This is an optimization exercise on Yosys and OpenROAD, whose aim is small area and a short achievable clock period, not a production implementation.
The RTL was checked by simulation tests, not by an equivalence proof against the original design.

==> inputs of run B <==
// Filter
module Filter(clk, rst, in, out);
	input clk, rst;
	input signed [31:0] in;
	output wire signed [31:0] out;
	reg [31:0] v, w1, S;
	wire n_1;
	wire n_2;
	wire n_3;
	wire n_4;
	wire n_5;
	wire n_6;
	wire n_7;
	wire n_8;
	wire n_9;
	wire n_10;
	wire n_11;
	wire n_12;
	wire n_13;
	wire n_14;
	wire n_15;
	wire n_16;
	wire n_17;
	wire n_18;
	wire n_19;
	wire n_20;
	wire n_21;
	wire n_22;
	wire n_23;
	wire n_24;
	wire n_25;
	wire n_26;
	wire n_27;
	wire n_28;
	wire n_29;
	wire n_30;
	wire n_31;
	wire n_32;
	wire n_33;
	wire n_34;
	wire n_35;
	wire n_36;
	wire n_37;
	wire n_38;
	wire n_39;
	wire n_40;
	wire n_41;
	wire n_42;
	wire n_43;
	wire n_44;
	wire n_45;
	wire n_46;
	wire n_47;
	wire n_48;
	wire n_49;
	wire n_50;
	wire n_51;
	wire n_52;
	wire n_53;
	wire n_54;
	wire n_55;
	wire n_56;
	wire n_57;
	wire n_58;
	wire n_59;
	wire n_60;
	wire n_61;
	wire n_62;
	wire n_63;
	wire n_64;
	wire n_65;
	wire n_66;
	wire n_67;
	wire n_68;
	wire n_69;
	wire n_70;
	wire n_71;
	wire n_72;
	wire n_73;
	wire n_74;
	wire n_75;
	wire n_76;
	wire n_77;
	wire n_78;
	wire n_79;
	wire n_80;
	wire n_81;
	wire n_82;
	wire n_83;
	wire n_84;
	wire n_85;
	wire n_86;
	wire n_87;
	wire n_88;
	wire n_89;
	wire n_90;
	wire n_91;
	wire n_92;
	wire n_93;
	wire n_94;
	wire n_95;
	wire n_96;
	wire n_97;
	wire n_98;
	wire n_99;
	wire n_100;
	wire n_101;
	wire n_102;
	wire n_103;
	wire n_104;
	wire n_105;
	wire n_106;
	wire n_107;
	wire n_108;
	wire n_109;
	wire n_110;
	wire n_111;
	wire n_112;
	wire n_113;
	wire n_114;
	wire n_115;
	wire n_116;
	wire n_117;
	wire n_118;
	wire n_119;
	wire n_120;
	wire n_121;
	wire n_122;
	wire n_123;
	wire n_124;
	wire n_125;
	wire n_126;
	wire n_127;
	wire n_128;
	wire n_129;
	wire n_130;
	wire n_131;
	wire n_132;
	wire n_133;
	wire n_134;
	wire n_135;
	wire n_136;
	wire n_137;
	wire n_138;
	wire n_139;
	wire n_140;
	wire n_141;
	wire n_142;
	wire n_143;
	wire n_144;
	wire n_145;
	wire n_146;
	wire n_147;
	wire n_148;
	wire n_149;
	wire n_150;
	wire n_151;
	wire n_152;
	wire n_153;
	wire n_154;
	wire n_155;
	wire n_156;
	wire n_157;
	wire n_158;
	wire n_159;
	wire n_160;
	wire n_161;
	wire n_162;
	wire n_163;
	wire n_164;
	wire n_165;
	wire n_166;
	wire n_167;
	wire n_168;
  ...
export LEC_CHECK = 0
export CAP_MARGIN = 20
export CORE_MARGIN = 2
export CORE_UTILIZATION = 40
export SETUP_SLACK_MARGIN = 5
export SLEW_MARGIN = 20
export SYNTH_HIERARCHICAL = 1
create_clock -name core_clock -period 14.0 [get_ports {clk}]
standard.sh (not shown) runs the stock make flow with config.mk's settings and CLKGATE_MAP_FILE= SYNTH_SCRIPT=/design/flow/synth_recipe.tcl, a recipe that flattens the netlist after the stock synthesis.
==> flow/flow/run.sh <==
#!/bin/bash
# The standard layout (the standard.sh), with the port buffers that every
# input and output gets made from buf_2 cells instead of the flow's own pick.
set -euo pipefail
bash standard.sh "BUFFER_PORTS_ARGS=-buffer_cell sky130_fd_sc_hd__buf_2" finish > standard_flow.log 2>&1
==> run F: changes against run B <==
==> flow/run.sh (new file) <==
#!/bin/bash
# synth_recipe.tcl (not shown) runs the flow's synth.tcl, then flattens the netlist and writes it again
# the make line also repeats each setting of config.mk as NAME=value (left out here)
make -C /OpenROAD-flow-scripts/flow DESIGN_CONFIG=/design/flow/config.mk WORK_HOME=/design/flow/orfs CLKGATE_MAP_FILE= SYNTH_SCRIPT=/design/flow/synth_recipe.tcl finish
removed: flow/flow/run.sh
removed: flow/standard.sh
==> qor summary <==
Result of the run: run F timing/DRC/antenna clean; run B timing/DRC/antenna clean
Total of plain and repair buffers excluding clock buffers: run F 150; run B 142
Clock network contribution to total cell area: run F 1.29%; run B 1.30%
Worst hold slack: run F 1.26 ns; run B 1.34 ns
Critical path endpoint: run F out[30]; run B v[25]
GR met1 Demand/Resource: run F 26.8%; run B 27.2%
Design Area, Final: run F 24100 um^2; run B 23600 um^2
Detailed router's first-iteration violation count: run F 598; run B 682
Proportion of layout cells with a drive suffix above 1: run F 11.7%; run B 14.4%
Clock insertion delay at the later pin of the skew report: run F 0.40 ns; run B 0.39 ns
Vias in the first global route: run F 15.7k; run B 15.5k
Slowest-stage cell, CP: run F sky130_fd_sc_hd__fa_2; run B sky130_fd_sc_hd__fa_1
Routed length on met1: run F 22900 um; run B 22900 um
Via-to-Cell Ratio: run F 5.34; run B 5.33
Post-layout util: run F 46.1%; run B 45.2%
Final critical-path share of the clock period: run F 62.6%; run B 62.8%
Area taken by multi-input logic gates: run F 18600 um^2; run B 18500 um^2
Number of filler instances in the final layout: run F 4805; run B 4806
Nets@finish: run F 2682; run B 2674
Launch instance of the worst min-delay path: run F v[29]; run B v[30]
Non-Filler Instances: run F 2588; run B 2581
# clk buffers: run F 9; run B 10

==> re-timing with driven ports <==
The results above use ideal ports. As a check the final layouts listed here were re-extracted and re-timed, cells and wires unchanged.
Step 1 sets driving cells, clkbuf_16 on the clock port and buf_2 on the other inputs (assumed; they add their load-dependent delay and slew).
Step 2 adds t to the input delays and takes it off the output delays; t is the mean of the earliest and latest rising clock arrival at the registers after step 1. Input paths then give back, and output paths get back, about the clock's delay inside the block.
a / b / c = ideal ports / drivers / drivers and shift; a / b = the first two.
| run | t (ns) | setup slack, ns | worst setup path after step 2 | slew at the worst register clock pin (ns) |
|---|---|---|---|---|
| run B | 0.437 | 5.210 / 5.210 / 5.210 | register to register | 0.08 / 0.08 |
| run F | 0.448 | 5.232 / 5.177 / 5.238 | register to register | 0.08 / 0.08 |
After both steps setup and hold are still met in every run listed.
